This is an optimization exercise on Yosys and OpenROAD, whose aim is small area and a short achievable clock period, not a production implementation.
At most, simulation tests tie the RTL to the original design; equivalence was not proved.
No functional check of the RTL was part of run 1.
Power is estimated from default activity; no workload was simulated.

==> flow/design.v, too long to show whole: its modules and the start of the top module <==
// module mod3_1: 1681 lines
module mod3_1(
  input clk,
  input reset_n,
  input signed [22:0] a,
  input signed [22:0] b,
  input signed [16:0] c,
  output signed [39:0] y
);
  // ...
==> flow/flow/run.sh <==
#!/bin/bash
# Layout flow: the standard layout (standard.sh) with two changes:
#  1. synthesis runs Yosys's synth with -noabc, so the generic "abc -fast" pass does not
#     restructure the design's adder cells before extract_fa; everything else in the
#     synthesis script (synth_recipe.tcl and ORFS synth.tcl) is unchanged.
#  2. the port buffers that place inserts are sky130_fd_sc_hd__buf_1 (buffer_ports
#     -buffer_cell) instead of the cell buffer_ports picks by default.
set -euo pipefail
work=$PWD
sed 's/synth -nofsm -noshare {\*}\$args/synth -nofsm -noshare -noabc {*}$args/' \
  synth_recipe.tcl > flow_synth.tcl
grep -q -- '-noabc' flow_synth.tcl
bash standard.sh "SYNTH_SCRIPT=$work/flow_synth.tcl" \
  "BUFFER_PORTS_ARGS=-buffer_cell ${PORT_BUF:-sky130_fd_sc_hd__buf_1}" finish \
  > flow_make.log 2>&1
==> flow/standard.sh <==
#!/bin/bash
# synth_recipe.tcl (not shown) runs the flow's synth.tcl, then flattens the netlist and writes it again
# the make line also repeats each setting of config.mk as NAME=value (left out here)
make -C /OpenROAD-flow-scripts/flow DESIGN_CONFIG=/design/flow/config.mk WORK_HOME=/design/flow/orfs CLKGATE_MAP_FILE= SYNTH_SCRIPT=/design/flow/synth_recipe.tcl "${@:-finish}"
==> flow/config.mk <==
export PLATFORM = sky130hd
export DESIGN_NAME = mod3_1
export DESIGN_NICKNAME = mod3_1
export VERILOG_FILES = /design/flow/design.v
export SDC_FILE = /design/flow/constraint.sdc
export NUM_CORES = 4
export LEC_CHECK = 0
export ABC_AREA = 1
export CAP_MARGIN = 20
export CORE_MARGIN = 2
export CORE_UTILIZATION = 40
export SLEW_MARGIN = 20
==> flow/constraint.sdc <==
create_clock -name core_clock -period 7.0 [get_ports {clk}]
set_input_delay 1.4000 -clock core_clock [delete_from_list [all_inputs] [get_ports {clk}]]
set_output_delay 1.4000 -clock core_clock [all_outputs]
set_load 0.01 [all_outputs]
==> impl_summary.log, run 1 <==
INFO  metric initial_cell_density_of_the_core = roughly two fifths
INFO  metric total_cell_area_at_the_placement_stage = 15600 um2
INFO  metric syn_area_per_cell = 8.39 um2
INFO  metric worst_hold_slack = ~0.32 ns
INFO  metric postSynth.asyncResetShare = 0%
INFO  metric groute.layer.met2.usage = 31.9%
INFO  metric path_cells = ha_1 > nand2_1 > nor2_2 > nor3b_1 > nand4_1 > nand4_1 > nand2_1 > nor2_1 > buf_1
INFO  metric synth_enable_flop_cells = 0
INFO  metric cpPeakStageDelay = approximately 0.36 ns
INFO  metric power.net_switching = 0.00418 W
INFO  metric detailedPlace.worstSlack = 3.21 ns
INFO  metric powerComb = between 0.005 and 0.006 W
INFO  metric slew_headroom = between 20 and 25%
INFO  metric layout.comb_gates.multi_input = 1289
INFO  metric postCtsResizedCells = 0
INFO  metric yosys_warnings = 1
INFO  metric critical_path_cell_count = 9
INFO  metric seq-cell-share = about a fifth
INFO  metric layout-drive-gt1-share = 3.81%
INFO  metric grtUsageTotal = roughly a fifth
INFO  metric io_pins = 105
INFO  metric synth-seq-area-share = 20.8%
INFO  metric final_net_count = between 2000 and 2500
INFO  metric antenna_violating_nets_post_route = 0
INFO  metric rr_endpoint = r1[19]
INFO  metric register_with_the_most_flip_flops = r0
INFO  metric placeableCoreArea = 36800 um2
INFO  metric grt_overflow_total = 0
INFO  metric status = finished clean
==> run 2: changes to the inputs <==
--- a/flow/design.v
+++ b/flow/design.v
@@ -1,19 +1,19 @@
 module mod3_1(
   input clk,
   input reset_n,
   input signed [22:0] a,
   input signed [22:0] b,
   input signed [16:0] c,
   output signed [39:0] y
 );
-  reg [23:0] d1n, d2n;
+  reg [23:0] d1, d2;
   reg r1q, f1q;
-  reg [8:0] one_q, two_q, neg_q, onen_q, twon_q;
+  reg [8:0] one_q, two_q, neg_q;
   reg [39:0] r0;
   reg [39:0] r1;
   reg kq;
   wire kill = ~reset_n | f1q;
   wire [8:0] one_w, two_w, neg_w;
   wire [16:0] c1 = c;
   assign one_w[0] = c1[0] ^ 1'b0;
   assign two_w[0] = (c1[1] & ~c1[0] & ~1'b0) | (~c1[1] & c1[0] & 1'b0);
@@ -37,25 +37,25 @@
   assign two_w[6] = (c1[13] & ~c1[12] & ~c1[11]) | (~c1[13] & c1[12] & c1[11]);
   assign neg_w[6] = c1[13];
   assign one_w[7] = c1[14] ^ c1[13];
   assign two_w[7] = (c1[15] & ~c1[14] & ~c1[13]) | (~c1[15] & c1[14] & c1[13]);
   assign neg_w[7] = c1[15];
   assign one_w[8] = c1[16] ^ c1[15];
   assign two_w[8] = (c1[16] & ~c1[16] & ~c1[15]) | (~c1[16] & c1[16] & c1[15]);
   assign neg_w[8] = c1[16];
-  wire one0 = ~onen_q[0], two0 = ~twon_q[0], neg0 = neg_q[0];
-  wire one1 = ~onen_q[1], two1 = ~twon_q[1], neg1 = neg_q[1];
-  wire one2 = ~onen_q[2], two2 = ~twon_q[2], neg2 = neg_q[2];
-  wire one3 = ~onen_q[3], two3 = ~twon_q[3], neg3 = neg_q[3];
-  wire one4 = ~onen_q[4], two4 = ~twon_q[4], neg4 = neg_q[4];
-  wire one5 = ~onen_q[5], two5 = ~twon_q[5], neg5 = neg_q[5];
-  wire one6 = ~onen_q[6], two6 = ~twon_q[6], neg6 = neg_q[6];
-  wire one7 = ~onen_q[7], two7 = ~twon_q[7], neg7 = neg_q[7];
-  wire one8 = ~onen_q[8], two8 = ~twon_q[8], neg8 = neg_q[8];
+  wire one0 = one_q[0], two0 = two_q[0], neg0 = neg_q[0];
+  wire one1 = one_q[1], two1 = two_q[1], neg1 = neg_q[1];
+  wire one2 = one_q[2], two2 = two_q[2], neg2 = neg_q[2];
+  wire one3 = one_q[3], two3 = two_q[3], neg3 = neg_q[3];
+  wire one4 = one_q[4], two4 = two_q[4], neg4 = neg_q[4];
+  wire one5 = one_q[5], two5 = two_q[5], neg5 = neg_q[5];
+  wire one6 = one_q[6], two6 = two_q[6], neg6 = neg_q[6];
+  wire one7 = one_q[7], two7 = two_q[7], neg7 = neg_q[7];
+  wire one8 = one_q[8], two8 = two_q[8], neg8 = neg_q[8];
   wire [23:0] dsub;
   wire pp1;
   wire pp2;
   wire pp3;
   wire pp4;
   wire pp5;
   wire pp6;
   wire pp7;
@@ -800,240 +800,240 @@
   wire pg746;
   wire pp747;
   wire pg748;
   wire pp749;
   wire pg750;
   wire pp751;
   wire pg752;
   wire pp753;
-  assign pp1 = ((one0 & ~d2n[0])) ^ neg0;
-  assign pp2 = ((one0 & ~d2n[1]) | (two0 & ~d2n[0])) ^ neg0;
-  assign pp3 = ((one0 & ~d2n[2]) | (two0 & ~d2n[1])) ^ neg0;
-  assign pp4 = ((one0 & ~d2n[3]) | (two0 & ~d2n[2])) ^ neg0;
-  assign pp5 = ((one0 & ~d2n[4]) | (two0 & ~d2n[3])) ^ neg0;
-  assign pp6 = ((one0 & ~d2n[5]) | (two0 & ~d2n[4])) ^ neg0;
-  assign pp7 = ((one0 & ~d2n[6]) | (two0 & ~d2n[5])) ^ neg0;
-  assign pp8 = ((one0 & ~d2n[7]) | (two0 & ~d2n[6])) ^ neg0;
-  assign pp9 = ((one0 & ~d2n[8]) | (two0 & ~d2n[7])) ^ neg0;
-  assign pp10 = ((one0 & ~d2n[9]) | (two0 & ~d2n[8])) ^ neg0;
-  assign pp11 = ((one0 & ~d2n[10]) | (two0 & ~d2n[9])) ^ neg0;
-  assign pp12 = ((one0 & ~d2n[11]) | (two0 & ~d2n[10])) ^ neg0;
-  assign pp13 = ((one0 & ~d2n[12]) | (two0 & ~d2n[11])) ^ neg0;
-  assign pp14 = ((one0 & ~d2n[13]) | (two0 & ~d2n[12])) ^ neg0;
-  assign pp15 = ((one0 & ~d2n[14]) | (two0 & ~d2n[13])) ^ neg0;
-  assign pp16 = ((one0 & ~d2n[15]) | (two0 & ~d2n[14])) ^ neg0;
-  assign pp17 = ((one0 & ~d2n[16]) | (two0 & ~d2n[15])) ^ neg0;
-  assign pp18 = ((one0 & ~d2n[17]) | (two0 & ~d2n[16])) ^ neg0;
-  assign pp19 = ((one0 & ~d2n[18]) | (two0 & ~d2n[17])) ^ neg0;
-  assign pp20 = ((one0 & ~d2n[19]) | (two0 & ~d2n[18])) ^ neg0;
-  assign pp21 = ((one0 & ~d2n[20]) | (two0 & ~d2n[19])) ^ neg0;
-  assign pp22 = ((one0 & ~d2n[21]) | (two0 & ~d2n[20])) ^ neg0;
-  assign pp23 = ((one0 & ~d2n[22]) | (two0 & ~d2n[21])) ^ neg0;
-  assign pp24 = ((one0 & ~d2n[23]) | (two0 & ~d2n[22])) ^ neg0;
-  assign pp25 = ~(((one0 & ~d2n[23]) | (two0 & ~d2n[23])) ^ neg0);
-  assign pp26 = ((one1 & ~d2n[0])) ^ neg1;
-  assign pp27 = ((one1 & ~d2n[1]) | (two1 & ~d2n[0])) ^ neg1;
-  assign pp28 = ((one1 & ~d2n[2]) | (two1 & ~d2n[1])) ^ neg1;
-  assign pp29 = ((one1 & ~d2n[3]) | (two1 & ~d2n[2])) ^ neg1;
-  assign pp30 = ((one1 & ~d2n[4]) | (two1 & ~d2n[3])) ^ neg1;
-  assign pp31 = ((one1 & ~d2n[5]) | (two1 & ~d2n[4])) ^ neg1;
-  assign pp32 = ((one1 & ~d2n[6]) | (two1 & ~d2n[5])) ^ neg1;
-  assign pp33 = ((one1 & ~d2n[7]) | (two1 & ~d2n[6])) ^ neg1;
-  assign pp34 = ((one1 & ~d2n[8]) | (two1 & ~d2n[7])) ^ neg1;
-  assign pp35 = ((one1 & ~d2n[9]) | (two1 & ~d2n[8])) ^ neg1;
-  assign pp36 = ((one1 & ~d2n[10]) | (two1 & ~d2n[9])) ^ neg1;
-  assign pp37 = ((one1 & ~d2n[11]) | (two1 & ~d2n[10])) ^ neg1;
-  assign pp38 = ((one1 & ~d2n[12]) | (two1 & ~d2n[11])) ^ neg1;
-  assign pp39 = ((one1 & ~d2n[13]) | (two1 & ~d2n[12])) ^ neg1;
-  assign pp40 = ((one1 & ~d2n[14]) | (two1 & ~d2n[13])) ^ neg1;
-  assign pp41 = ((one1 & ~d2n[15]) | (two1 & ~d2n[14])) ^ neg1;
-  assign pp42 = ((one1 & ~d2n[16]) | (two1 & ~d2n[15])) ^ neg1;
-  assign pp43 = ((one1 & ~d2n[17]) | (two1 & ~d2n[16])) ^ neg1;
-  assign pp44 = ((one1 & ~d2n[18]) | (two1 & ~d2n[17])) ^ neg1;
-  assign pp45 = ((one1 & ~d2n[19]) | (two1 & ~d2n[18])) ^ neg1;
-  assign pp46 = ((one1 & ~d2n[20]) | (two1 & ~d2n[19])) ^ neg1;
-  assign pp47 = ((one1 & ~d2n[21]) | (two1 & ~d2n[20])) ^ neg1;
-  assign pp48 = ((one1 & ~d2n[22]) | (two1 & ~d2n[21])) ^ neg1;
-  assign pp49 = ((one1 & ~d2n[23]) | (two1 & ~d2n[22])) ^ neg1;
-  assign pp50 = ~(((one1 & ~d2n[23]) | (two1 & ~d2n[23])) ^ neg1);
-  assign pp51 = ((one2 & ~d2n[0])) ^ neg2;
-  assign pp52 = ((one2 & ~d2n[1]) | (two2 & ~d2n[0])) ^ neg2;
-  assign pp53 = ((one2 & ~d2n[2]) | (two2 & ~d2n[1])) ^ neg2;
-  assign pp54 = ((one2 & ~d2n[3]) | (two2 & ~d2n[2])) ^ neg2;
-  assign pp55 = ((one2 & ~d2n[4]) | (two2 & ~d2n[3])) ^ neg2;
-  assign pp56 = ((one2 & ~d2n[5]) | (two2 & ~d2n[4])) ^ neg2;
-  assign pp57 = ((one2 & ~d2n[6]) | (two2 & ~d2n[5])) ^ neg2;
-  assign pp58 = ((one2 & ~d2n[7]) | (two2 & ~d2n[6])) ^ neg2;
-  assign pp59 = ((one2 & ~d2n[8]) | (two2 & ~d2n[7])) ^ neg2;
-  assign pp60 = ((one2 & ~d2n[9]) | (two2 & ~d2n[8])) ^ neg2;
-  assign pp61 = ((one2 & ~d2n[10]) | (two2 & ~d2n[9])) ^ neg2;
-  assign pp62 = ((one2 & ~d2n[11]) | (two2 & ~d2n[10])) ^ neg2;
-  assign pp63 = ((one2 & ~d2n[12]) | (two2 & ~d2n[11])) ^ neg2;
-  assign pp64 = ((one2 & ~d2n[13]) | (two2 & ~d2n[12])) ^ neg2;
-  assign pp65 = ((one2 & ~d2n[14]) | (two2 & ~d2n[13])) ^ neg2;
-  assign pp66 = ((one2 & ~d2n[15]) | (two2 & ~d2n[14])) ^ neg2;
-  assign pp67 = ((one2 & ~d2n[16]) | (two2 & ~d2n[15])) ^ neg2;
-  assign pp68 = ((one2 & ~d2n[17]) | (two2 & ~d2n[16])) ^ neg2;
-  assign pp69 = ((one2 & ~d2n[18]) | (two2 & ~d2n[17])) ^ neg2;
-  assign pp70 = ((one2 & ~d2n[19]) | (two2 & ~d2n[18])) ^ neg2;
-  assign pp71 = ((one2 & ~d2n[20]) | (two2 & ~d2n[19])) ^ neg2;
-  assign pp72 = ((one2 & ~d2n[21]) | (two2 & ~d2n[20])) ^ neg2;
-  assign pp73 = ((one2 & ~d2n[22]) | (two2 & ~d2n[21])) ^ neg2;
-  assign pp74 = ((one2 & ~d2n[23]) | (two2 & ~d2n[22])) ^ neg2;
-  assign pp75 = ~(((one2 & ~d2n[23]) | (two2 & ~d2n[23])) ^ neg2);
-  assign pp76 = ((one3 & ~d2n[0])) ^ neg3;
-  assign pp77 = ((one3 & ~d2n[1]) | (two3 & ~d2n[0])) ^ neg3;
-  assign pp78 = ((one3 & ~d2n[2]) | (two3 & ~d2n[1])) ^ neg3;
-  assign pp79 = ((one3 & ~d2n[3]) | (two3 & ~d2n[2])) ^ neg3;
-  assign pp80 = ((one3 & ~d2n[4]) | (two3 & ~d2n[3])) ^ neg3;
-  assign pp81 = ((one3 & ~d2n[5]) | (two3 & ~d2n[4])) ^ neg3;
-  assign pp82 = ((one3 & ~d2n[6]) | (two3 & ~d2n[5])) ^ neg3;
-  assign pp83 = ((one3 & ~d2n[7]) | (two3 & ~d2n[6])) ^ neg3;
-  assign pp84 = ((one3 & ~d2n[8]) | (two3 & ~d2n[7])) ^ neg3;
-  assign pp85 = ((one3 & ~d2n[9]) | (two3 & ~d2n[8])) ^ neg3;
-  assign pp86 = ((one3 & ~d2n[10]) | (two3 & ~d2n[9])) ^ neg3;
-  assign pp87 = ((one3 & ~d2n[11]) | (two3 & ~d2n[10])) ^ neg3;
-  assign pp88 = ((one3 & ~d2n[12]) | (two3 & ~d2n[11])) ^ neg3;
-  assign pp89 = ((one3 & ~d2n[13]) | (two3 & ~d2n[12])) ^ neg3;
-  assign pp90 = ((one3 & ~d2n[14]) | (two3 & ~d2n[13])) ^ neg3;
-  assign pp91 = ((one3 & ~d2n[15]) | (two3 & ~d2n[14])) ^ neg3;
-  assign pp92 = ((one3 & ~d2n[16]) | (two3 & ~d2n[15])) ^ neg3;
-  assign pp93 = ((one3 & ~d2n[17]) | (two3 & ~d2n[16])) ^ neg3;
-  assign pp94 = ((one3 & ~d2n[18]) | (two3 & ~d2n[17])) ^ neg3;
-  assign pp95 = ((one3 & ~d2n[19]) | (two3 & ~d2n[18])) ^ neg3;
-  assign pp96 = ((one3 & ~d2n[20]) | (two3 & ~d2n[19])) ^ neg3;
-  assign pp97 = ((one3 & ~d2n[21]) | (two3 & ~d2n[20])) ^ neg3;
-  assign pp98 = ((one3 & ~d2n[22]) | (two3 & ~d2n[21])) ^ neg3;
-  assign pp99 = ((one3 & ~d2n[23]) | (two3 & ~d2n[22])) ^ neg3;
-  assign pp100 = ~(((one3 & ~d2n[23]) | (two3 & ~d2n[23])) ^ neg3);
-  assign pp101 = ((one4 & ~d2n[0])) ^ neg4;
-  assign pp102 = ((one4 & ~d2n[1]) | (two4 & ~d2n[0])) ^ neg4;
-  assign pp103 = ((one4 & ~d2n[2]) | (two4 & ~d2n[1])) ^ neg4;
-  assign pp104 = ((one4 & ~d2n[3]) | (two4 & ~d2n[2])) ^ neg4;
-  assign pp105 = ((one4 & ~d2n[4]) | (two4 & ~d2n[3])) ^ neg4;
-  assign pp106 = ((one4 & ~d2n[5]) | (two4 & ~d2n[4])) ^ neg4;
-  assign pp107 = ((one4 & ~d2n[6]) | (two4 & ~d2n[5])) ^ neg4;
-  assign pp108 = ((one4 & ~d2n[7]) | (two4 & ~d2n[6])) ^ neg4;
-  assign pp109 = ((one4 & ~d2n[8]) | (two4 & ~d2n[7])) ^ neg4;
-  assign pp110 = ((one4 & ~d2n[9]) | (two4 & ~d2n[8])) ^ neg4;
-  assign pp111 = ((one4 & ~d2n[10]) | (two4 & ~d2n[9])) ^ neg4;
-  assign pp112 = ((one4 & ~d2n[11]) | (two4 & ~d2n[10])) ^ neg4;
-  assign pp113 = ((one4 & ~d2n[12]) | (two4 & ~d2n[11])) ^ neg4;
-  assign pp114 = ((one4 & ~d2n[13]) | (two4 & ~d2n[12])) ^ neg4;
-  assign pp115 = ((one4 & ~d2n[14]) | (two4 & ~d2n[13])) ^ neg4;
-  assign pp116 = ((one4 & ~d2n[15]) | (two4 & ~d2n[14])) ^ neg4;
-  assign pp117 = ((one4 & ~d2n[16]) | (two4 & ~d2n[15])) ^ neg4;
-  assign pp118 = ((one4 & ~d2n[17]) | (two4 & ~d2n[16])) ^ neg4;
-  assign pp119 = ((one4 & ~d2n[18]) | (two4 & ~d2n[17])) ^ neg4;
-  assign pp120 = ((one4 & ~d2n[19]) | (two4 & ~d2n[18])) ^ neg4;
-  assign pp121 = ((one4 & ~d2n[20]) | (two4 & ~d2n[19])) ^ neg4;
-  assign pp122 = ((one4 & ~d2n[21]) | (two4 & ~d2n[20])) ^ neg4;
-  assign pp123 = ((one4 & ~d2n[22]) | (two4 & ~d2n[21])) ^ neg4;
-  assign pp124 = ((one4 & ~d2n[23]) | (two4 & ~d2n[22])) ^ neg4;
-  assign pp125 = ~(((one4 & ~d2n[23]) | (two4 & ~d2n[23])) ^ neg4);
-  assign pp126 = ((one5 & ~d2n[0])) ^ neg5;
-  assign pp127 = ((one5 & ~d2n[1]) | (two5 & ~d2n[0])) ^ neg5;
-  assign pp128 = ((one5 & ~d2n[2]) | (two5 & ~d2n[1])) ^ neg5;
-  assign pp129 = ((one5 & ~d2n[3]) | (two5 & ~d2n[2])) ^ neg5;
-  assign pp130 = ((one5 & ~d2n[4]) | (two5 & ~d2n[3])) ^ neg5;
-  assign pp131 = ((one5 & ~d2n[5]) | (two5 & ~d2n[4])) ^ neg5;
-  assign pp132 = ((one5 & ~d2n[6]) | (two5 & ~d2n[5])) ^ neg5;
-  assign pp133 = ((one5 & ~d2n[7]) | (two5 & ~d2n[6])) ^ neg5;
-  assign pp134 = ((one5 & ~d2n[8]) | (two5 & ~d2n[7])) ^ neg5;
-  assign pp135 = ((one5 & ~d2n[9]) | (two5 & ~d2n[8])) ^ neg5;
-  assign pp136 = ((one5 & ~d2n[10]) | (two5 & ~d2n[9])) ^ neg5;
-  assign pp137 = ((one5 & ~d2n[11]) | (two5 & ~d2n[10])) ^ neg5;
-  assign pp138 = ((one5 & ~d2n[12]) | (two5 & ~d2n[11])) ^ neg5;
-  assign pp139 = ((one5 & ~d2n[13]) | (two5 & ~d2n[12])) ^ neg5;
-  assign pp140 = ((one5 & ~d2n[14]) | (two5 & ~d2n[13])) ^ neg5;
-  assign pp141 = ((one5 & ~d2n[15]) | (two5 & ~d2n[14])) ^ neg5;
-  assign pp142 = ((one5 & ~d2n[16]) | (two5 & ~d2n[15])) ^ neg5;
-  assign pp143 = ((one5 & ~d2n[17]) | (two5 & ~d2n[16])) ^ neg5;
-  assign pp144 = ((one5 & ~d2n[18]) | (two5 & ~d2n[17])) ^ neg5;
-  assign pp145 = ((one5 & ~d2n[19]) | (two5 & ~d2n[18])) ^ neg5;
-  assign pp146 = ((one5 & ~d2n[20]) | (two5 & ~d2n[19])) ^ neg5;
-  assign pp147 = ((one5 & ~d2n[21]) | (two5 & ~d2n[20])) ^ neg5;
-  assign pp148 = ((one5 & ~d2n[22]) | (two5 & ~d2n[21])) ^ neg5;
-  assign pp149 = ((one5 & ~d2n[23]) | (two5 & ~d2n[22])) ^ neg5;
-  assign pp150 = ~(((one5 & ~d2n[23]) | (two5 & ~d2n[23])) ^ neg5);
-  assign pp151 = ((one6 & ~d2n[0])) ^ neg6;
-  assign pp152 = ((one6 & ~d2n[1]) | (two6 & ~d2n[0])) ^ neg6;
-  assign pp153 = ((one6 & ~d2n[2]) | (two6 & ~d2n[1])) ^ neg6;
-  assign pp154 = ((one6 & ~d2n[3]) | (two6 & ~d2n[2])) ^ neg6;
-  assign pp155 = ((one6 & ~d2n[4]) | (two6 & ~d2n[3])) ^ neg6;
-  assign pp156 = ((one6 & ~d2n[5]) | (two6 & ~d2n[4])) ^ neg6;
-  assign pp157 = ((one6 & ~d2n[6]) | (two6 & ~d2n[5])) ^ neg6;
-  assign pp158 = ((one6 & ~d2n[7]) | (two6 & ~d2n[6])) ^ neg6;
-  assign pp159 = ((one6 & ~d2n[8]) | (two6 & ~d2n[7])) ^ neg6;
-  assign pp160 = ((one6 & ~d2n[9]) | (two6 & ~d2n[8])) ^ neg6;
-  assign pp161 = ((one6 & ~d2n[10]) | (two6 & ~d2n[9])) ^ neg6;
-  assign pp162 = ((one6 & ~d2n[11]) | (two6 & ~d2n[10])) ^ neg6;
-  assign pp163 = ((one6 & ~d2n[12]) | (two6 & ~d2n[11])) ^ neg6;
-  assign pp164 = ((one6 & ~d2n[13]) | (two6 & ~d2n[12])) ^ neg6;
-  assign pp165 = ((one6 & ~d2n[14]) | (two6 & ~d2n[13])) ^ neg6;
-  assign pp166 = ((one6 & ~d2n[15]) | (two6 & ~d2n[14])) ^ neg6;
-  assign pp167 = ((one6 & ~d2n[16]) | (two6 & ~d2n[15])) ^ neg6;
-  assign pp168 = ((one6 & ~d2n[17]) | (two6 & ~d2n[16])) ^ neg6;
-  assign pp169 = ((one6 & ~d2n[18]) | (two6 & ~d2n[17])) ^ neg6;
-  assign pp170 = ((one6 & ~d2n[19]) | (two6 & ~d2n[18])) ^ neg6;
-  assign pp171 = ((one6 & ~d2n[20]) | (two6 & ~d2n[19])) ^ neg6;
-  assign pp172 = ((one6 & ~d2n[21]) | (two6 & ~d2n[20])) ^ neg6;
-  assign pp173 = ((one6 & ~d2n[22]) | (two6 & ~d2n[21])) ^ neg6;
-  assign pp174 = ((one6 & ~d2n[23]) | (two6 & ~d2n[22])) ^ neg6;
-  assign pp175 = ~(((one6 & ~d2n[23]) | (two6 & ~d2n[23])) ^ neg6);
-  assign pp176 = ((one7 & ~d2n[0])) ^ neg7;
-  assign pp177 = ((one7 & ~d2n[1]) | (two7 & ~d2n[0])) ^ neg7;
-  assign pp178 = ((one7 & ~d2n[2]) | (two7 & ~d2n[1])) ^ neg7;
-  assign pp179 = ((one7 & ~d2n[3]) | (two7 & ~d2n[2])) ^ neg7;
-  assign pp180 = ((one7 & ~d2n[4]) | (two7 & ~d2n[3])) ^ neg7;
-  assign pp181 = ((one7 & ~d2n[5]) | (two7 & ~d2n[4])) ^ neg7;
-  assign pp182 = ((one7 & ~d2n[6]) | (two7 & ~d2n[5])) ^ neg7;
-  assign pp183 = ((one7 & ~d2n[7]) | (two7 & ~d2n[6])) ^ neg7;
-  assign pp184 = ((one7 & ~d2n[8]) | (two7 & ~d2n[7])) ^ neg7;
-  assign pp185 = ((one7 & ~d2n[9]) | (two7 & ~d2n[8])) ^ neg7;
-  assign pp186 = ((one7 & ~d2n[10]) | (two7 & ~d2n[9])) ^ neg7;
-  assign pp187 = ((one7 & ~d2n[11]) | (two7 & ~d2n[10])) ^ neg7;
-  assign pp188 = ((one7 & ~d2n[12]) | (two7 & ~d2n[11])) ^ neg7;
-  assign pp189 = ((one7 & ~d2n[13]) | (two7 & ~d2n[12])) ^ neg7;
-  assign pp190 = ((one7 & ~d2n[14]) | (two7 & ~d2n[13])) ^ neg7;
-  assign pp191 = ((one7 & ~d2n[15]) | (two7 & ~d2n[14])) ^ neg7;
-  assign pp192 = ((one7 & ~d2n[16]) | (two7 & ~d2n[15])) ^ neg7;
-  assign pp193 = ((one7 & ~d2n[17]) | (two7 & ~d2n[16])) ^ neg7;
-  assign pp194 = ((one7 & ~d2n[18]) | (two7 & ~d2n[17])) ^ neg7;
-  assign pp195 = ((one7 & ~d2n[19]) | (two7 & ~d2n[18])) ^ neg7;
-  assign pp196 = ((one7 & ~d2n[20]) | (two7 & ~d2n[19])) ^ neg7;
-  assign pp197 = ((one7 & ~d2n[21]) | (two7 & ~d2n[20])) ^ neg7;
-  assign pp198 = ((one7 & ~d2n[22]) | (two7 & ~d2n[21])) ^ neg7;
-  assign pp199 = ((one7 & ~d2n[23]) | (two7 & ~d2n[22])) ^ neg7;
-  assign pp200 = ~(((one7 & ~d2n[23]) | (two7 & ~d2n[23])) ^ neg7);
-  assign pp201 = ((one8 & ~d2n[0])) ^ neg8;
-  assign pp202 = ((one8 & ~d2n[1]) | (two8 & ~d2n[0])) ^ neg8;
-  assign pp203 = ((one8 & ~d2n[2]) | (two8 & ~d2n[1])) ^ neg8;
-  assign pp204 = ((one8 & ~d2n[3]) | (two8 & ~d2n[2])) ^ neg8;
-  assign pp205 = ((one8 & ~d2n[4]) | (two8 & ~d2n[3])) ^ neg8;
-  assign pp206 = ((one8 & ~d2n[5]) | (two8 & ~d2n[4])) ^ neg8;
-  assign pp207 = ((one8 & ~d2n[6]) | (two8 & ~d2n[5])) ^ neg8;
-  assign pp208 = ((one8 & ~d2n[7]) | (two8 & ~d2n[6])) ^ neg8;
-  assign pp209 = ((one8 & ~d2n[8]) | (two8 & ~d2n[7])) ^ neg8;
-  assign pp210 = ((one8 & ~d2n[9]) | (two8 & ~d2n[8])) ^ neg8;
-  assign pp211 = ((one8 & ~d2n[10]) | (two8 & ~d2n[9])) ^ neg8;
-  assign pp212 = ((one8 & ~d2n[11]) | (two8 & ~d2n[10])) ^ neg8;
-  assign pp213 = ((one8 & ~d2n[12]) | (two8 & ~d2n[11])) ^ neg8;
-  assign pp214 = ((one8 & ~d2n[13]) | (two8 & ~d2n[12])) ^ neg8;
-  assign pp215 = ((one8 & ~d2n[14]) | (two8 & ~d2n[13])) ^ neg8;
-  assign pp216 = ((one8 & ~d2n[15]) | (two8 & ~d2n[14])) ^ neg8;
-  assign pp217 = ((one8 & ~d2n[16]) | (two8 & ~d2n[15])) ^ neg8;
-  assign pp218 = ((one8 & ~d2n[17]) | (two8 & ~d2n[16])) ^ neg8;
-  assign pp219 = ((one8 & ~d2n[18]) | (two8 & ~d2n[17])) ^ neg8;
-  assign pp220 = ((one8 & ~d2n[19]) | (two8 & ~d2n[18])) ^ neg8;
-  assign pp221 = ((one8 & ~d2n[20]) | (two8 & ~d2n[19])) ^ neg8;
-  assign pp222 = ((one8 & ~d2n[21]) | (two8 & ~d2n[20])) ^ neg8;
-  assign pp223 = ((one8 & ~d2n[22]) | (two8 & ~d2n[21])) ^ neg8;
-  assign pp224 = ((one8 & ~d2n[23]) | (two8 & ~d2n[22])) ^ neg8;
+  assign pp1 = ((one0 & d2[0])) ^ neg0;
+  assign pp2 = ((one0 & d2[1]) | (two0 & d2[0])) ^ neg0;
+  assign pp3 = ((one0 & d2[2]) | (two0 & d2[1])) ^ neg0;
+  assign pp4 = ((one0 & d2[3]) | (two0 & d2[2])) ^ neg0;
+  assign pp5 = ((one0 & d2[4]) | (two0 & d2[3])) ^ neg0;
+  assign pp6 = ((one0 & d2[5]) | (two0 & d2[4])) ^ neg0;
+  assign pp7 = ((one0 & d2[6]) | (two0 & d2[5])) ^ neg0;
+  assign pp8 = ((one0 & d2[7]) | (two0 & d2[6])) ^ neg0;
+  assign pp9 = ((one0 & d2[8]) | (two0 & d2[7])) ^ neg0;
+  assign pp10 = ((one0 & d2[9]) | (two0 & d2[8])) ^ neg0;
+  assign pp11 = ((one0 & d2[10]) | (two0 & d2[9])) ^ neg0;
+  assign pp12 = ((one0 & d2[11]) | (two0 & d2[10])) ^ neg0;
+  assign pp13 = ((one0 & d2[12]) | (two0 & d2[11])) ^ neg0;
+  assign pp14 = ((one0 & d2[13]) | (two0 & d2[12])) ^ neg0;
+  assign pp15 = ((one0 & d2[14]) | (two0 & d2[13])) ^ neg0;
+  assign pp16 = ((one0 & d2[15]) | (two0 & d2[14])) ^ neg0;
+  assign pp17 = ((one0 & d2[16]) | (two0 & d2[15])) ^ neg0;
+  assign pp18 = ((one0 & d2[17]) | (two0 & d2[16])) ^ neg0;
+  assign pp19 = ((one0 & d2[18]) | (two0 & d2[17])) ^ neg0;
+  assign pp20 = ((one0 & d2[19]) | (two0 & d2[18])) ^ neg0;
+  assign pp21 = ((one0 & d2[20]) | (two0 & d2[19])) ^ neg0;
+  assign pp22 = ((one0 & d2[21]) | (two0 & d2[20])) ^ neg0;
+  assign pp23 = ((one0 & d2[22]) | (two0 & d2[21])) ^ neg0;
+  assign pp24 = ((one0 & d2[23]) | (two0 & d2[22])) ^ neg0;
+  assign pp25 = ~(((one0 & d2[23]) | (two0 & d2[23])) ^ neg0);
+  assign pp26 = ((one1 & d2[0])) ^ neg1;
+  assign pp27 = ((one1 & d2[1]) | (two1 & d2[0])) ^ neg1;
+  assign pp28 = ((one1 & d2[2]) | (two1 & d2[1])) ^ neg1;
+  assign pp29 = ((one1 & d2[3]) | (two1 & d2[2])) ^ neg1;
+  assign pp30 = ((one1 & d2[4]) | (two1 & d2[3])) ^ neg1;
+  assign pp31 = ((one1 & d2[5]) | (two1 & d2[4])) ^ neg1;
+  assign pp32 = ((one1 & d2[6]) | (two1 & d2[5])) ^ neg1;
+  assign pp33 = ((one1 & d2[7]) | (two1 & d2[6])) ^ neg1;
+  assign pp34 = ((one1 & d2[8]) | (two1 & d2[7])) ^ neg1;
+  assign pp35 = ((one1 & d2[9]) | (two1 & d2[8])) ^ neg1;
+  assign pp36 = ((one1 & d2[10]) | (two1 & d2[9])) ^ neg1;
+  assign pp37 = ((one1 & d2[11]) | (two1 & d2[10])) ^ neg1;
+  assign pp38 = ((one1 & d2[12]) | (two1 & d2[11])) ^ neg1;
+  assign pp39 = ((one1 & d2[13]) | (two1 & d2[12])) ^ neg1;
+  assign pp40 = ((one1 & d2[14]) | (two1 & d2[13])) ^ neg1;
+  assign pp41 = ((one1 & d2[15]) | (two1 & d2[14])) ^ neg1;
+  assign pp42 = ((one1 & d2[16]) | (two1 & d2[15])) ^ neg1;
+  assign pp43 = ((one1 & d2[17]) | (two1 & d2[16])) ^ neg1;
+  assign pp44 = ((one1 & d2[18]) | (two1 & d2[17])) ^ neg1;
+  assign pp45 = ((one1 & d2[19]) | (two1 & d2[18])) ^ neg1;
+  assign pp46 = ((one1 & d2[20]) | (two1 & d2[19])) ^ neg1;
+  assign pp47 = ((one1 & d2[21]) | (two1 & d2[20])) ^ neg1;
+  assign pp48 = ((one1 & d2[22]) | (two1 & d2[21])) ^ neg1;
+  assign pp49 = ((one1 & d2[23]) | (two1 & d2[22])) ^ neg1;
+  assign pp50 = ~(((one1 & d2[23]) | (two1 & d2[23])) ^ neg1);
+  assign pp51 = ((one2 & d2[0])) ^ neg2;
+  assign pp52 = ((one2 & d2[1]) | (two2 & d2[0])) ^ neg2;
+  assign pp53 = ((one2 & d2[2]) | (two2 & d2[1])) ^ neg2;
+  assign pp54 = ((one2 & d2[3]) | (two2 & d2[2])) ^ neg2;
+  assign pp55 = ((one2 & d2[4]) | (two2 & d2[3])) ^ neg2;
+  assign pp56 = ((one2 & d2[5]) | (two2 & d2[4])) ^ neg2;
+  assign pp57 = ((one2 & d2[6]) | (two2 & d2[5])) ^ neg2;
+  assign pp58 = ((one2 & d2[7]) | (two2 & d2[6])) ^ neg2;
+  assign pp59 = ((one2 & d2[8]) | (two2 & d2[7])) ^ neg2;
+  assign pp60 = ((one2 & d2[9]) | (two2 & d2[8])) ^ neg2;
+  assign pp61 = ((one2 & d2[10]) | (two2 & d2[9])) ^ neg2;
+  assign pp62 = ((one2 & d2[11]) | (two2 & d2[10])) ^ neg2;
+  assign pp63 = ((one2 & d2[12]) | (two2 & d2[11])) ^ neg2;
+  assign pp64 = ((one2 & d2[13]) | (two2 & d2[12])) ^ neg2;
+  assign pp65 = ((one2 & d2[14]) | (two2 & d2[13])) ^ neg2;
+  assign pp66 = ((one2 & d2[15]) | (two2 & d2[14])) ^ neg2;
+  assign pp67 = ((one2 & d2[16]) | (two2 & d2[15])) ^ neg2;
+  assign pp68 = ((one2 & d2[17]) | (two2 & d2[16])) ^ neg2;
+  assign pp69 = ((one2 & d2[18]) | (two2 & d2[17])) ^ neg2;
+  assign pp70 = ((one2 & d2[19]) | (two2 & d2[18])) ^ neg2;
+  assign pp71 = ((one2 & d2[20]) | (two2 & d2[19])) ^ neg2;
+  assign pp72 = ((one2 & d2[21]) | (two2 & d2[20])) ^ neg2;
+  assign pp73 = ((one2 & d2[22]) | (two2 & d2[21])) ^ neg2;
+  assign pp74 = ((one2 & d2[23]) | (two2 & d2[22])) ^ neg2;
+  assign pp75 = ~(((one2 & d2[23]) | (two2 & d2[23])) ^ neg2);
+  assign pp76 = ((one3 & d2[0])) ^ neg3;
+  assign pp77 = ((one3 & d2[1]) | (two3 & d2[0])) ^ neg3;
+  assign pp78 = ((one3 & d2[2]) | (two3 & d2[1])) ^ neg3;
+  assign pp79 = ((one3 & d2[3]) | (two3 & d2[2])) ^ neg3;
+  assign pp80 = ((one3 & d2[4]) | (two3 & d2[3])) ^ neg3;
+  assign pp81 = ((one3 & d2[5]) | (two3 & d2[4])) ^ neg3;
+  assign pp82 = ((one3 & d2[6]) | (two3 & d2[5])) ^ neg3;
+  assign pp83 = ((one3 & d2[7]) | (two3 & d2[6])) ^ neg3;
+  assign pp84 = ((one3 & d2[8]) | (two3 & d2[7])) ^ neg3;
+  assign pp85 = ((one3 & d2[9]) | (two3 & d2[8])) ^ neg3;
+  assign pp86 = ((one3 & d2[10]) | (two3 & d2[9])) ^ neg3;
+  assign pp87 = ((one3 & d2[11]) | (two3 & d2[10])) ^ neg3;
+  assign pp88 = ((one3 & d2[12]) | (two3 & d2[11])) ^ neg3;
+  assign pp89 = ((one3 & d2[13]) | (two3 & d2[12])) ^ neg3;
+  assign pp90 = ((one3 & d2[14]) | (two3 & d2[13])) ^ neg3;
+  assign pp91 = ((one3 & d2[15]) | (two3 & d2[14])) ^ neg3;
+  assign pp92 = ((one3 & d2[16]) | (two3 & d2[15])) ^ neg3;
+  assign pp93 = ((one3 & d2[17]) | (two3 & d2[16])) ^ neg3;
+  assign pp94 = ((one3 & d2[18]) | (two3 & d2[17])) ^ neg3;
+  assign pp95 = ((one3 & d2[19]) | (two3 & d2[18])) ^ neg3;
+  assign pp96 = ((one3 & d2[20]) | (two3 & d2[19])) ^ neg3;
+  assign pp97 = ((one3 & d2[21]) | (two3 & d2[20])) ^ neg3;
+  assign pp98 = ((one3 & d2[22]) | (two3 & d2[21])) ^ neg3;
+  assign pp99 = ((one3 & d2[23]) | (two3 & d2[22])) ^ neg3;
+  assign pp100 = ~(((one3 & d2[23]) | (two3 & d2[23])) ^ neg3);
+  assign pp101 = ((one4 & d2[0])) ^ neg4;
+  assign pp102 = ((one4 & d2[1]) | (two4 & d2[0])) ^ neg4;
+  assign pp103 = ((one4 & d2[2]) | (two4 & d2[1])) ^ neg4;
+  assign pp104 = ((one4 & d2[3]) | (two4 & d2[2])) ^ neg4;
+  assign pp105 = ((one4 & d2[4]) | (two4 & d2[3])) ^ neg4;
+  assign pp106 = ((one4 & d2[5]) | (two4 & d2[4])) ^ neg4;
+  assign pp107 = ((one4 & d2[6]) | (two4 & d2[5])) ^ neg4;
+  assign pp108 = ((one4 & d2[7]) | (two4 & d2[6])) ^ neg4;
+  assign pp109 = ((one4 & d2[8]) | (two4 & d2[7])) ^ neg4;
+  assign pp110 = ((one4 & d2[9]) | (two4 & d2[8])) ^ neg4;
+  assign pp111 = ((one4 & d2[10]) | (two4 & d2[9])) ^ neg4;
+  assign pp112 = ((one4 & d2[11]) | (two4 & d2[10])) ^ neg4;
+  assign pp113 = ((one4 & d2[12]) | (two4 & d2[11])) ^ neg4;
+  assign pp114 = ((one4 & d2[13]) | (two4 & d2[12])) ^ neg4;
+  assign pp115 = ((one4 & d2[14]) | (two4 & d2[13])) ^ neg4;
+  assign pp116 = ((one4 & d2[15]) | (two4 & d2[14])) ^ neg4;
+  assign pp117 = ((one4 & d2[16]) | (two4 & d2[15])) ^ neg4;
+  assign pp118 = ((one4 & d2[17]) | (two4 & d2[16])) ^ neg4;
+  assign pp119 = ((one4 & d2[18]) | (two4 & d2[17])) ^ neg4;
+  assign pp120 = ((one4 & d2[19]) | (two4 & d2[18])) ^ neg4;
+  assign pp121 = ((one4 & d2[20]) | (two4 & d2[19])) ^ neg4;
+  assign pp122 = ((one4 & d2[21]) | (two4 & d2[20])) ^ neg4;
+  assign pp123 = ((one4 & d2[22]) | (two4 & d2[21])) ^ neg4;
+  assign pp124 = ((one4 & d2[23]) | (two4 & d2[22])) ^ neg4;
+  assign pp125 = ~(((one4 & d2[23]) | (two4 & d2[23])) ^ neg4);
+  assign pp126 = ((one5 & d2[0])) ^ neg5;
+  assign pp127 = ((one5 & d2[1]) | (two5 & d2[0])) ^ neg5;
+  assign pp128 = ((one5 & d2[2]) | (two5 & d2[1])) ^ neg5;
+  assign pp129 = ((one5 & d2[3]) | (two5 & d2[2])) ^ neg5;
+  assign pp130 = ((one5 & d2[4]) | (two5 & d2[3])) ^ neg5;
+  assign pp131 = ((one5 & d2[5]) | (two5 & d2[4])) ^ neg5;
+  assign pp132 = ((one5 & d2[6]) | (two5 & d2[5])) ^ neg5;
+  assign pp133 = ((one5 & d2[7]) | (two5 & d2[6])) ^ neg5;
+  assign pp134 = ((one5 & d2[8]) | (two5 & d2[7])) ^ neg5;
+  assign pp135 = ((one5 & d2[9]) | (two5 & d2[8])) ^ neg5;
+  assign pp136 = ((one5 & d2[10]) | (two5 & d2[9])) ^ neg5;
+  assign pp137 = ((one5 & d2[11]) | (two5 & d2[10])) ^ neg5;
+  assign pp138 = ((one5 & d2[12]) | (two5 & d2[11])) ^ neg5;
+  assign pp139 = ((one5 & d2[13]) | (two5 & d2[12])) ^ neg5;
+  assign pp140 = ((one5 & d2[14]) | (two5 & d2[13])) ^ neg5;
+  assign pp141 = ((one5 & d2[15]) | (two5 & d2[14])) ^ neg5;
+  assign pp142 = ((one5 & d2[16]) | (two5 & d2[15])) ^ neg5;
+  assign pp143 = ((one5 & d2[17]) | (two5 & d2[16])) ^ neg5;
+  assign pp144 = ((one5 & d2[18]) | (two5 & d2[17])) ^ neg5;
+  assign pp145 = ((one5 & d2[19]) | (two5 & d2[18])) ^ neg5;
+  assign pp146 = ((one5 & d2[20]) | (two5 & d2[19])) ^ neg5;
+  assign pp147 = ((one5 & d2[21]) | (two5 & d2[20])) ^ neg5;
+  assign pp148 = ((one5 & d2[22]) | (two5 & d2[21])) ^ neg5;
+  assign pp149 = ((one5 & d2[23]) | (two5 & d2[22])) ^ neg5;
+  assign pp150 = ~(((one5 & d2[23]) | (two5 & d2[23])) ^ neg5);
+  assign pp151 = ((one6 & d2[0])) ^ neg6;
+  assign pp152 = ((one6 & d2[1]) | (two6 & d2[0])) ^ neg6;
+  assign pp153 = ((one6 & d2[2]) | (two6 & d2[1])) ^ neg6;
+  assign pp154 = ((one6 & d2[3]) | (two6 & d2[2])) ^ neg6;
+  assign pp155 = ((one6 & d2[4]) | (two6 & d2[3])) ^ neg6;
+  assign pp156 = ((one6 & d2[5]) | (two6 & d2[4])) ^ neg6;
+  assign pp157 = ((one6 & d2[6]) | (two6 & d2[5])) ^ neg6;
+  assign pp158 = ((one6 & d2[7]) | (two6 & d2[6])) ^ neg6;
+  assign pp159 = ((one6 & d2[8]) | (two6 & d2[7])) ^ neg6;
+  assign pp160 = ((one6 & d2[9]) | (two6 & d2[8])) ^ neg6;
+  assign pp161 = ((one6 & d2[10]) | (two6 & d2[9])) ^ neg6;
+  assign pp162 = ((one6 & d2[11]) | (two6 & d2[10])) ^ neg6;
+  assign pp163 = ((one6 & d2[12]) | (two6 & d2[11])) ^ neg6;
+  assign pp164 = ((one6 & d2[13]) | (two6 & d2[12])) ^ neg6;
+  assign pp165 = ((one6 & d2[14]) | (two6 & d2[13])) ^ neg6;
+  assign pp166 = ((one6 & d2[15]) | (two6 & d2[14])) ^ neg6;
+  assign pp167 = ((one6 & d2[16]) | (two6 & d2[15])) ^ neg6;
+  assign pp168 = ((one6 & d2[17]) | (two6 & d2[16])) ^ neg6;
+  assign pp169 = ((one6 & d2[18]) | (two6 & d2[17])) ^ neg6;
+  assign pp170 = ((one6 & d2[19]) | (two6 & d2[18])) ^ neg6;
+  assign pp171 = ((one6 & d2[20]) | (two6 & d2[19])) ^ neg6;
+  assign pp172 = ((one6 & d2[21]) | (two6 & d2[20])) ^ neg6;
+  assign pp173 = ((one6 & d2[22]) | (two6 & d2[21])) ^ neg6;
+  assign pp174 = ((one6 & d2[23]) | (two6 & d2[22])) ^ neg6;
+  assign pp175 = ~(((one6 & d2[23]) | (two6 & d2[23])) ^ neg6);
+  assign pp176 = ((one7 & d2[0])) ^ neg7;
+  assign pp177 = ((one7 & d2[1]) | (two7 & d2[0])) ^ neg7;
+  assign pp178 = ((one7 & d2[2]) | (two7 & d2[1])) ^ neg7;
+  assign pp179 = ((one7 & d2[3]) | (two7 & d2[2])) ^ neg7;
+  assign pp180 = ((one7 & d2[4]) | (two7 & d2[3])) ^ neg7;
+  assign pp181 = ((one7 & d2[5]) | (two7 & d2[4])) ^ neg7;
+  assign pp182 = ((one7 & d2[6]) | (two7 & d2[5])) ^ neg7;
+  assign pp183 = ((one7 & d2[7]) | (two7 & d2[6])) ^ neg7;
+  assign pp184 = ((one7 & d2[8]) | (two7 & d2[7])) ^ neg7;
+  assign pp185 = ((one7 & d2[9]) | (two7 & d2[8])) ^ neg7;
+  assign pp186 = ((one7 & d2[10]) | (two7 & d2[9])) ^ neg7;
+  assign pp187 = ((one7 & d2[11]) | (two7 & d2[10])) ^ neg7;
+  assign pp188 = ((one7 & d2[12]) | (two7 & d2[11])) ^ neg7;
+  assign pp189 = ((one7 & d2[13]) | (two7 & d2[12])) ^ neg7;
+  assign pp190 = ((one7 & d2[14]) | (two7 & d2[13])) ^ neg7;
+  assign pp191 = ((one7 & d2[15]) | (two7 & d2[14])) ^ neg7;
+  assign pp192 = ((one7 & d2[16]) | (two7 & d2[15])) ^ neg7;
+  assign pp193 = ((one7 & d2[17]) | (two7 & d2[16])) ^ neg7;
+  assign pp194 = ((one7 & d2[18]) | (two7 & d2[17])) ^ neg7;
+  assign pp195 = ((one7 & d2[19]) | (two7 & d2[18])) ^ neg7;
+  assign pp196 = ((one7 & d2[20]) | (two7 & d2[19])) ^ neg7;
+  assign pp197 = ((one7 & d2[21]) | (two7 & d2[20])) ^ neg7;
+  assign pp198 = ((one7 & d2[22]) | (two7 & d2[21])) ^ neg7;
+  assign pp199 = ((one7 & d2[23]) | (two7 & d2[22])) ^ neg7;
+  assign pp200 = ~(((one7 & d2[23]) | (two7 & d2[23])) ^ neg7);
+  assign pp201 = ((one8 & d2[0])) ^ neg8;
+  assign pp202 = ((one8 & d2[1]) | (two8 & d2[0])) ^ neg8;
+  assign pp203 = ((one8 & d2[2]) | (two8 & d2[1])) ^ neg8;
+  assign pp204 = ((one8 & d2[3]) | (two8 & d2[2])) ^ neg8;
+  assign pp205 = ((one8 & d2[4]) | (two8 & d2[3])) ^ neg8;
+  assign pp206 = ((one8 & d2[5]) | (two8 & d2[4])) ^ neg8;
+  assign pp207 = ((one8 & d2[6]) | (two8 & d2[5])) ^ neg8;
+  assign pp208 = ((one8 & d2[7]) | (two8 & d2[6])) ^ neg8;
+  assign pp209 = ((one8 & d2[8]) | (two8 & d2[7])) ^ neg8;
+  assign pp210 = ((one8 & d2[9]) | (two8 & d2[8])) ^ neg8;
+  assign pp211 = ((one8 & d2[10]) | (two8 & d2[9])) ^ neg8;
+  assign pp212 = ((one8 & d2[11]) | (two8 & d2[10])) ^ neg8;
+  assign pp213 = ((one8 & d2[12]) | (two8 & d2[11])) ^ neg8;
+  assign pp214 = ((one8 & d2[13]) | (two8 & d2[12])) ^ neg8;
+  assign pp215 = ((one8 & d2[14]) | (two8 & d2[13])) ^ neg8;
+  assign pp216 = ((one8 & d2[15]) | (two8 & d2[14])) ^ neg8;
+  assign pp217 = ((one8 & d2[16]) | (two8 & d2[15])) ^ neg8;
+  assign pp218 = ((one8 & d2[17]) | (two8 & d2[16])) ^ neg8;
+  assign pp219 = ((one8 & d2[18]) | (two8 & d2[17])) ^ neg8;
+  assign pp220 = ((one8 & d2[19]) | (two8 & d2[18])) ^ neg8;
+  assign pp221 = ((one8 & d2[20]) | (two8 & d2[19])) ^ neg8;
+  assign pp222 = ((one8 & d2[21]) | (two8 & d2[20])) ^ neg8;
+  assign pp223 = ((one8 & d2[22]) | (two8 & d2[21])) ^ neg8;
+  assign pp224 = ((one8 & d2[23]) | (two8 & d2[22])) ^ neg8;
   assign ci225 = ~pp25;
   assign ci226 = ~pp49;
   assign ci227 = ~pp74;
   assign ci228 = ~pp99;
   assign ci229 = ~pp124;
   assign ci230 = ~pp149;
   assign ci231 = ~pp174;
   assign ci232 = ~pp199;
@@ -1662,20 +1662,20 @@
   assign r0_d[38] = co627;
   assign r1_d[38] = s628;
   assign r0_d[39] = co629;
   assign r1_d[39] = s630;
   wire [39:0] sum;
   assign sum = r0 + r1;
   assign y = sum & {40{~kq}};
   always @(posedge clk) begin
-    d1n <= ~dsub;
+    d1 <= dsub;
     r1q <= ~reset_n;
-    d2n <= d1n;
+    d2 <= d1;
     f1q <= ~reset_n | r1q;
-    onen_q <= ~one_w;
-    twon_q <= ~two_w;
+    one_q <= one_w;
+    two_q <= two_w;
     neg_q <= neg_w;
     r0 <= r0_d;
     r1 <= r1_d;
     kq <= kill;
   end
 endmodule
==> flow/run.sh (new file) <==
#!/bin/bash
# synth_recipe.tcl (not shown) runs the flow's synth.tcl, then flattens the netlist and writes it again
# the make line also repeats each setting of config.mk as NAME=value (left out here)
make -C /OpenROAD-flow-scripts/flow DESIGN_CONFIG=/design/flow/config.mk WORK_HOME=/design/flow/orfs CLKGATE_MAP_FILE= SYNTH_SCRIPT=/design/flow/synth_recipe.tcl finish
removed: flow/flow/run.sh
removed: flow/standard.sh
==> run 2 against run 1 <==
Synthesized cell count grew 8.0%. Routed wire length grew 12%. Sequential power shrank 14%. Total power grew 6.6%. Non-clock buffer count is the same. Largest power group unchanged. Die area grew 3.9%.
==> impl_summary.log, run 2 <==
INFO  metric placeableCoreArea = 38600 um2 (was 36800 um2)
INFO  metric cts_made_buffers = 17 (unchanged)
INFO  metric routedWlPerCell = 17.8 um (was 17.5 um)
INFO  metric floorplan.rows = 72 (was 70)
INFO  metric crit_required = 5.60 ns (about the same)
INFO  metric tns = 0 ns (unchanged)
INFO  metric hold_path_class = reg2reg (unchanged)
INFO  metric placement.io_buffers = 104 (unchanged)
INFO  metric post_cts_hold_buffer_count = 0 (unchanged)
INFO  metric register_with_the_most_flip_flops = r0 (unchanged)
INFO  metric internal_power = 0.00434 W (was 0.00423 W)
INFO  metric crit_path_end_kind = output port (unchanged)
INFO  metric worst_pin_slew = 1.09 ns (was 1.17 ns)
INFO  metric initial_cell_density_of_the_core = 40.4% (was 40.8%)
INFO  metric tritoncts_clock_tree = built (unchanged)
INFO  metric timing.rr.start = one_q[0] (was twon_q[1])
INFO  metric hold_crit_start = d1[17] (was d1n[7])
INFO  metric synth-seq-area-share = 20.0% (was 20.8%)
INFO  metric synth.top_cells.by_area = fa_1, dfxtp_1, xor2_1 (unchanged)
INFO  metric slew_headroom = 27.4% (was 22.1%)
INFO  metric post-cts-setup-buffer-count = 0 (unchanged)
INFO  metric largest_register_ffs = 40 (unchanged)
INFO  metric antenna_violating_nets_post_route = 0 (unchanged)
INFO  metric chipWidth = 201 um (was 198 um)
INFO  metric reg.largest.list = r0 (40), r1 (39) (unchanged)
INFO  metric synthesis.area = 15600 um2 (was 15000 um2)
INFO  metric mostFrequentLayoutCell = inv_1 (was nand2_1)
INFO  metric grt_pass1_vias = 13058 (was 11980)
INFO  metric synth.top_cells.by_count = inv_1, nand2_1, xor2_1, o22ai_1, fa_1 (was nand2_1, xor2_1, inv_1, o22ai_1, fa_1)
INFO  metric synth_enable_flop_cells = 0 (unchanged)
INFO  metric syn-num-nets = 2267 (was 2124)
INFO  metric vias = 12845 (was 11903)
INFO  metric part_of_the_cycle_the_worst_path_needs = 64.5% (was 56.2%)
INFO  metric yosys.area_share.xor_xnor = 13.5% (was 13.9%)
INFO  metric finalMaxSlewViolations = 0 (unchanged)
INFO  metric layout-drive-gt1-share = 4.26% (was 3.81%)
INFO  metric syn_to_final_growth = 13.1% (was 7.60%)
INFO  metric leakage = 8.65 nW (was 7.57 nW)
INFO  metric postCtsResizedCells = 0 (unchanged)
INFO  metric drt_first_iter_violations = 870 (was 1061)
INFO  metric drc = 0 (unchanged)
INFO  metric grt_antenna_before_repair = 0 (unchanged)
INFO  metric syn-instance-count = 1931 (was 1788)
INFO  metric die_area = 40600 um2 (was 39100 um2)
INFO  metric complex_gate_fraction_of_the_synthesized_area = 11.5% (was 12.3%)
INFO  metric finish.utilization = 45.7% (was 43.9%)
INFO  metric setup-violations-final = 0 (unchanged)
INFO  metric clock_tree_sinks = 156 (unchanged)
INFO  metric final_cell_mix = inv_1, nand2_1, xor2_1 (was nand2_1, xor2_1, inv_1)
INFO  metric pin_count_of_the_biggest_net_entering_global_routing = 37 (was 32)
INFO  metric crit_fanout = 5 (unchanged)
INFO  metric gpl.final_weighted_congestion = 0.926 (was 0.905)
INFO  metric final_period_minus_worst_setup_slack = 4.51 ns (was 3.94 ns)
INFO  metric pwr-share-comb = 73.7% (was 69.3%)
INFO  metric final.setup_skew = 0.0177 ns (was 0.0160 ns)
INFO  metric n_antenna_cell = 0 (unchanged)
INFO  metric power_density = 509 nW/um2 (was 521 nW/um2)
INFO  metric status = finished clean (unchanged)
INFO  metric power.share.switching = 51.6% (was 49.7%)
INFO  metric synthMuxAreaShare = 0.506% (was 0.150%)
INFO  metric clock_latency = 0.45 ns (was 0.44 ns)
INFO  metric yosys_warnings = 1 (unchanged)
INFO  metric clockPowerShare = 10.5% (was 11.0%)
INFO  metric share_seq_of_total_power = 15.8% (was 19.7%)
INFO  metric detail_route.wirelength = 44800 um (was 39900 um)
INFO  metric synth_top_family_by_area = adder cells (unchanged)
INFO  metric timing_worst_setup_path_type = reg2out (unchanged)
INFO  metric ys_types = 38 (was 33)
INFO  metric htree_levels = 4 (unchanged)
INFO  metric io_pins = 105 (unchanged)
INFO  metric power.net_switching = 0.00462 W (was 0.00418 W)
INFO  metric max-vdd-ir-drop = 225 uV (was 194 uV)
INFO  metric cp-startpoint = r0[21] (was r0[7])
INFO  metric synthDominantAreaCellType = fa_1 (unchanged)
INFO  metric final_net_count = 2318 (was 2135)
INFO  metric first_pass_iters = 5 (unchanged)
INFO  metric ctsRootBufferMaster = clkbuf_16 (unchanged)
INFO  metric portion_of_synthesized_cell_area_occupied_by_the_leading_cell_type = 22.1% (was 23.1%)
INFO  metric count_of_endpoints_failing_hold_in_the_final_timing_report = 0 (unchanged)
INFO  metric dp.final_hpwl = 34100 um (was 30000 um)
INFO  metric most_common_cell_in_the_netlist = inv_1 (was nand2_1)
INFO  metric cts_buffer_depth = 2 (unchanged)
INFO  metric setup_repair_after_global_routing_missed_its_margin = no (unchanged)
INFO  metric grt_overflow_total = 0 (unchanged)
INFO  metric critPathArrivalTime = 3.11 ns (was 2.54 ns)
INFO  metric timing.max_cap.violations = 0 (unchanged)
INFO  metric syn_area_per_cell = 8.07 um2 (was 8.39 um2)
INFO  metric synth-adder-area-share = 30.0% (was 31.3%)
INFO  metric basic_gate_share_of_the_synthesized_area_counting_and_or_nand_and_nor_cells = 12.8% (about the same)
INFO  metric grt_pass1_wl = 70700 um (was 64100 um)
INFO  metric cp-start-kind = register (unchanged)
INFO  metric synth_flop_cell = dfxtp_1 (unchanged)
INFO  metric postSynth.asyncResetShare = 0% (unchanged)
INFO  metric grtUsageTotal = 22.3% (was 20.9%)
INFO  metric dieHeight = 201 um (was 198 um)
INFO  metric via_per_inst = 5.11 (was 5.23)
INFO  metric yosys_register_bits = 156 (unchanged)
INFO  metric clkSlewWorstSetupHoldPaths = 0.07 ns (about the same)
INFO  metric timing.fmax = 222 MHz (was 254 MHz)
## run 2: cell count changes in the layout (fill, tap and decap cells not counted), moves of 4 or more
cell and change:
nor2_1 -11, clkinv_1 +5, mux2_2 +5, o21a_1 -6
nand3_1 +4, nand2_2 +6, a21oi_1 -5, inv_1 +157
or2_2 -7, clkdlybuf4s50_1 +104, o21ai_0 +9, nand2_1 +15
buf_1 -104, inv_2 +7
## run 2: layout make-up
type / instances / area [um2]
inverters: 391 / 1470
clock buffers: 18 / 439
multi-input cells: 1303 / 10700
flip-flops and latches: 156 / 3120
clock inverters: 13 / 155
well taps: 518 / 648
repair buffers: 113 / 1130
fillers: 3931 / 20900
## run 2: per-stage QoR
stage,area (um2),std cells,hold WS [ns],setup WS [ns],power (W)
after global placement,17000,2480,0.311,2.85,0.00787
after global routing,17600,2512,0.325,2.39,0.00997
final,17600,2512,0.322,2.49,0.00897
after floorplan,15600,1931,0.310,3.55,0.00580
after detailed placement,17000,2480,0.312,2.81,0.00794
after CTS,17600,2511,0.324,2.46,0.00891
## run 2: worst paths after layout
path	to	slack, ns	cells past startpoint
worst max-delay path	y[33]	2.49	10
worst min-delay path	d2[17]	0.32	0
worst max register to register	r1[17]	2.99	10
worst min register to register	d2[17]	0.32	0
## run 2: power by group through the flow
stage / Sequential (W) / Clock, W / Combinational [W]
after floorplan: 0.00139 / 0 / 0.00440
after global placement: 0.00143 / 0 / 0.00644
after detailed placement: 0.00144 / 0 / 0.00650
after CTS: 0.00142 / 0.000963 / 0.00652
after global routing: 0.00145 / 0.00100 / 0.00752
final: 0.00142 / 0.000939 / 0.00661
## run 2: critical path, cell delays in order (launching register included)
cell and delay (ns):
dfxtp_1 0.30, ha_1 0.38, nand2_1 0.13, nor2_1 0.29
nand2_1 0.12, nor2_1 0.27, nand4_1 0.32, nand4_1 0.19
nand2_1 0.06, nor2_1 0.08, clkdlybuf4s50_1 0.54
## run 2: layer usage
layer / global-route usage, % / wire length [um]
met1: 29.0 / 19500
met2: 35.5 / 19900
met3: 4.60 / 3590
met4: 10.3 / 1770
met5: 0 / 0
## run 2: logic make-up after synthesis
logic type,after synthesis
and+or+nand+nor,478
buffers and inverters,472
AOI/OAI and AO/OA,306
adders and majority gates,271
xor gates and xnor gates,241
DFF,156
muxes,7
==> run 3: changes to the inputs <==
--- a/flow/config.mk
+++ b/flow/config.mk
@@ -11,2 +11,3 @@
 export CORE_UTILIZATION = 40
+export SETUP_SLACK_MARGIN = 2.5
 export SLEW_MARGIN = 20
==> run 3 against run 2 <==
Sequential power hardly changed. Still clean. Critical endpoint unchanged. Worst hold slack hardly changed. Die area stayed put. Maximum frequency is 4.3% higher. Clock skew hardly changed.
==> impl_summary.log, run 3 <==
INFO  metric ys_types = 38 (unchanged)
INFO  metric count_of_endpoints_failing_hold_in_the_final_timing_report = 0 (unchanged)
INFO  metric grt_pass1_vias = 13058 (unchanged)
INFO  metric crit_path_end_kind = output port (unchanged)
INFO  metric syn-num-nets = 2267 (unchanged)
INFO  metric floorplan.rows = 72 (unchanged)
INFO  metric cts_made_buffers = 17 (unchanged)
INFO  metric drt_first_iter_violations = 887 (was 870)
INFO  metric crit_required = 5.60 ns (about the same)
INFO  metric timing.max_cap.violations = 0 (unchanged)
INFO  metric register_with_the_most_flip_flops = r0 (unchanged)
INFO  metric post_cts_hold_buffer_count = 0 (unchanged)
INFO  metric drc = 0 (unchanged)
INFO  metric yosys_register_bits = 156 (unchanged)
INFO  metric clock_latency = 0.45 ns (about the same)
INFO  metric tritoncts_clock_tree = built (unchanged)
INFO  metric part_of_the_cycle_the_worst_path_needs = 61.8% (was 64.5%)
INFO  metric finalMaxSlewViolations = 0 (unchanged)
INFO  metric timing_worst_setup_path_type = reg2out (unchanged)
INFO  metric status = finished clean (unchanged)
INFO  metric die_area = 40600 um2 (unchanged)
INFO  metric grt_antenna_before_repair = 0 (unchanged)
INFO  metric cpPeakStageDelay = 0.54 ns (about the same)
INFO  metric synthesis.area = 15600 um2 (unchanged)
INFO  metric synth-seq-area-share = 20.0% (unchanged)
INFO  metric setup-violations-final = 0 (unchanged)
INFO  metric clkSlewWorstSetupHoldPaths = 0.06 ns (was 0.07 ns)
INFO  metric yosys_warnings = 1 (unchanged)
INFO  metric worst_pin_slew = 1.08 ns (was 1.09 ns)
INFO  metric htree_levels = 4 (unchanged)
INFO  metric gpl.final_weighted_congestion = 0.926 (unchanged)
INFO  metric dieHeight = 201 um (unchanged)
INFO  metric final_cell_mix = inv_1, nand2_1, xor2_1 (unchanged)
INFO  metric hold_path_depth = 0 (unchanged)
INFO  metric initial_cell_density_of_the_core = 40.4% (unchanged)
INFO  metric ctsRootBufferMaster = clkbuf_16 (unchanged)
INFO  metric crit_fanout = 5 (unchanged)
INFO  metric rr_worst_depth = 10 (unchanged)
INFO  metric portion_of_synthesized_cell_area_occupied_by_the_leading_cell_type = 22.1% (unchanged)
INFO  metric antenna_violating_nets_post_route = 0 (unchanged)
INFO  metric placement.io_buffers = 104 (unchanged)
INFO  metric power_density = 508 nW/um2 (was 509 nW/um2)
INFO  metric final-seq-area = 3120 um2 (unchanged)
INFO  metric io_pins = 105 (unchanged)
INFO  metric critPathArrivalTime = 2.93 ns (was 3.11 ns)
INFO  metric syn_area_per_cell = 8.07 um2 (unchanged)
INFO  metric n_antenna_cell = 0 (unchanged)
INFO  metric clock_tree_sinks = 156 (unchanged)
INFO  metric cpMaxStageDelayCell = clkdlybuf4s50_1 (unchanged)
INFO  metric timing.fmax = 231 MHz (was 222 MHz)
INFO  metric mostFrequentLayoutCell = inv_1 (unchanged)
INFO  metric path_cells = ha_1 > nand2_1 > nor2_1 > nand2_1 > nor2_1 > nand4_1 > buf_4 > nand4_1 > nand2_1 > nor2_1 > clkdlybuf4s50_1 (was ha_1 > nand2_1 > nor2_1 > nand2_1 > nor2_1 > nand4_1 > nand4_1 > nand2_1 > nor2_1 > clkdlybuf4s50_1)
INFO  metric via_per_inst = 5.14 (was 5.11)
INFO  metric setup_repair_after_global_routing_missed_its_margin = no (unchanged)
INFO  metric syn_to_final_growth = 13.1% (about the same)
INFO  metric synth_flop_cell = dfxtp_1 (unchanged)
INFO  metric vias = 12922 (was 12845)
INFO  metric grt_pass1_wl = 70700 um (unchanged)
INFO  metric routedWlPerCell = 17.8 um (about the same)
INFO  metric cts_buffer_depth = 2 (unchanged)
INFO  metric postSynth.asyncResetShare = 0% (unchanged)
INFO  metric synth_enable_flop_cells = 0 (unchanged)
INFO  metric max-vdd-ir-drop = 227 uV (was 225 uV)
INFO  metric fillerInstances = 3932 (was 3931)
INFO  metric synthDominantAreaCellType = fa_1 (unchanged)
INFO  metric multi_input_comb_area = 10700 um2 (about the same)
INFO  metric cp-start-kind = register (unchanged)
INFO  metric most_common_cell_in_the_netlist = inv_1 (unchanged)
INFO  metric final.setup_skew = 0.0179 ns (was 0.0177 ns)
INFO  metric detail_route.wirelength = 44800 um (about the same)
INFO  metric leakage = 8.66 nW (was 8.65 nW)
INFO  metric largest_register_ffs = 40 (unchanged)
INFO  metric syn-instance-count = 1931 (unchanged)
INFO  metric grtUsageTotal = 22.3% (unchanged)
INFO  metric synth.top_cells.by_count = inv_1, nand2_1, xor2_1, o22ai_1, fa_1 (unchanged)
INFO  metric first_pass_iters = 5 (unchanged)
INFO  metric final_net_count = 2319 (was 2318)
INFO  metric dp.final_hpwl = 34100 um (unchanged)
INFO  metric total_cell_area_at_the_placement_stage = 17000 um2 (unchanged)
INFO  metric reg.largest.list = r0 (40), r1 (39) (unchanged)
INFO  metric chipWidth = 201 um (unchanged)
INFO  metric hold_path_class = reg2reg (unchanged)
INFO  metric synth.top_cells.by_area = fa_1, dfxtp_1, xor2_1 (unchanged)
INFO  metric layout-drive-gt1-share = 4.36% (was 4.26%)
INFO  metric slew_headroom = 27.8% (was 27.4%)
INFO  metric placeableCoreArea = 38600 um2 (unchanged)
INFO  metric final_area = 17600 um2 (about the same)
INFO  metric pin_count_of_the_biggest_net_entering_global_routing = 37 (unchanged)
INFO  metric tns = 0 ns (unchanged)
INFO  metric final_period_minus_worst_setup_slack = 4.33 ns (was 4.51 ns)
INFO  metric grt_overflow_total = 0 (unchanged)
## run 3: cell counts after synthesis
Identical to the previous run, type by type.
## run 3: stage by stage
step / std cells / hold WS [ns] / total power (W) / util [%] / setup WS (ns)
finish: 2513 / 0.323 / 0.00896 / 45.7 / 2.67
global route: 2513 / 0.325 / 0.00997 / 45.7 / 2.51
CTS: 2512 / 0.324 / 0.00891 / 45.7 / 2.59
detailed placement: 2480 / 0.312 / 0.00794 / 44.1 / 2.81
global placement: 2480 / 0.311 / 0.00787 / 44.1 / 2.85
floorplan: 1931 / 0.310 / 0.00580 / - / 3.55
## run 3: where the power goes
group,leakage [nW],switching [W],total (W),internal [W]
Clock,0.288,0.000397,0.000938,0.000541
Combinational,7.06,0.00411,0.00661,0.00249
Sequential,1.31,0.000112,0.00142,0.00131
## run 3: cell families after synthesis
family	after synthesis	synth area share, %
adder cells (fa/ha/maj)	271	30.0
XOR/XNOR	241	13.5
AO/OA/AOI/OAI	306	11.5
buffers and inverters	472	11.6
flip-flops	156	20.0
multiplexers	7	0.506
AND/OR/NAND/NOR	478	12.8
## run 3: final cells by class
cell class | instances | share of cell area, %
well taps | 518 | 3.67
repair buffers | 114 | 6.43
inverters | 391 | 8.32
flip-flops and latches | 156 | 17.7
clock buffers | 18 | 2.49
clock inverters | 13 | 0.880
multi-input cells | 1303 | 60.5
## run 3: metal layers
layer	vias up	share of wire [%]	wire, um	GRT usage (%)
li1	6148	-	-	-
met1	6080	43	19500	29.0
met2	584	44	19800	35.5
met3	110	8.3	3710	4.60
met4	0	4.0	1810	10.3
met5	-	0	0	0
## run 3: what timing repair did
| item | 4_1_cts | 5_1_grt |
|---|---|---|
| pin swaps | 1 | 0 |
| setup endpoints to repair | 1 | 1 |
| gates resized for setup | 0 | 1 |
| endpoints found under the hold margin | 0 | 0 |
| setup buffers | 1 | 0 |
## run 3: worst paths after layout
kind | start | endpoint | slack, ns
worst min-delay path | d1[11] | d2[11] | 0.32
worst min register to register | d1[11] | d2[11] | 0.32
worst max-delay path | r0[29] | y[33] | 2.67
worst max register to register | one_q[0] | r1[17] | 2.98
## run 3: worst max-delay path: cells and delay by family (launching register included)
family | cells | cell delay (ns)
buf+inv | 2 | 0.72
simple gates | 8 | 1.08
flops | 1 | 0.30
fa+ha+maj | 1 | 0.38
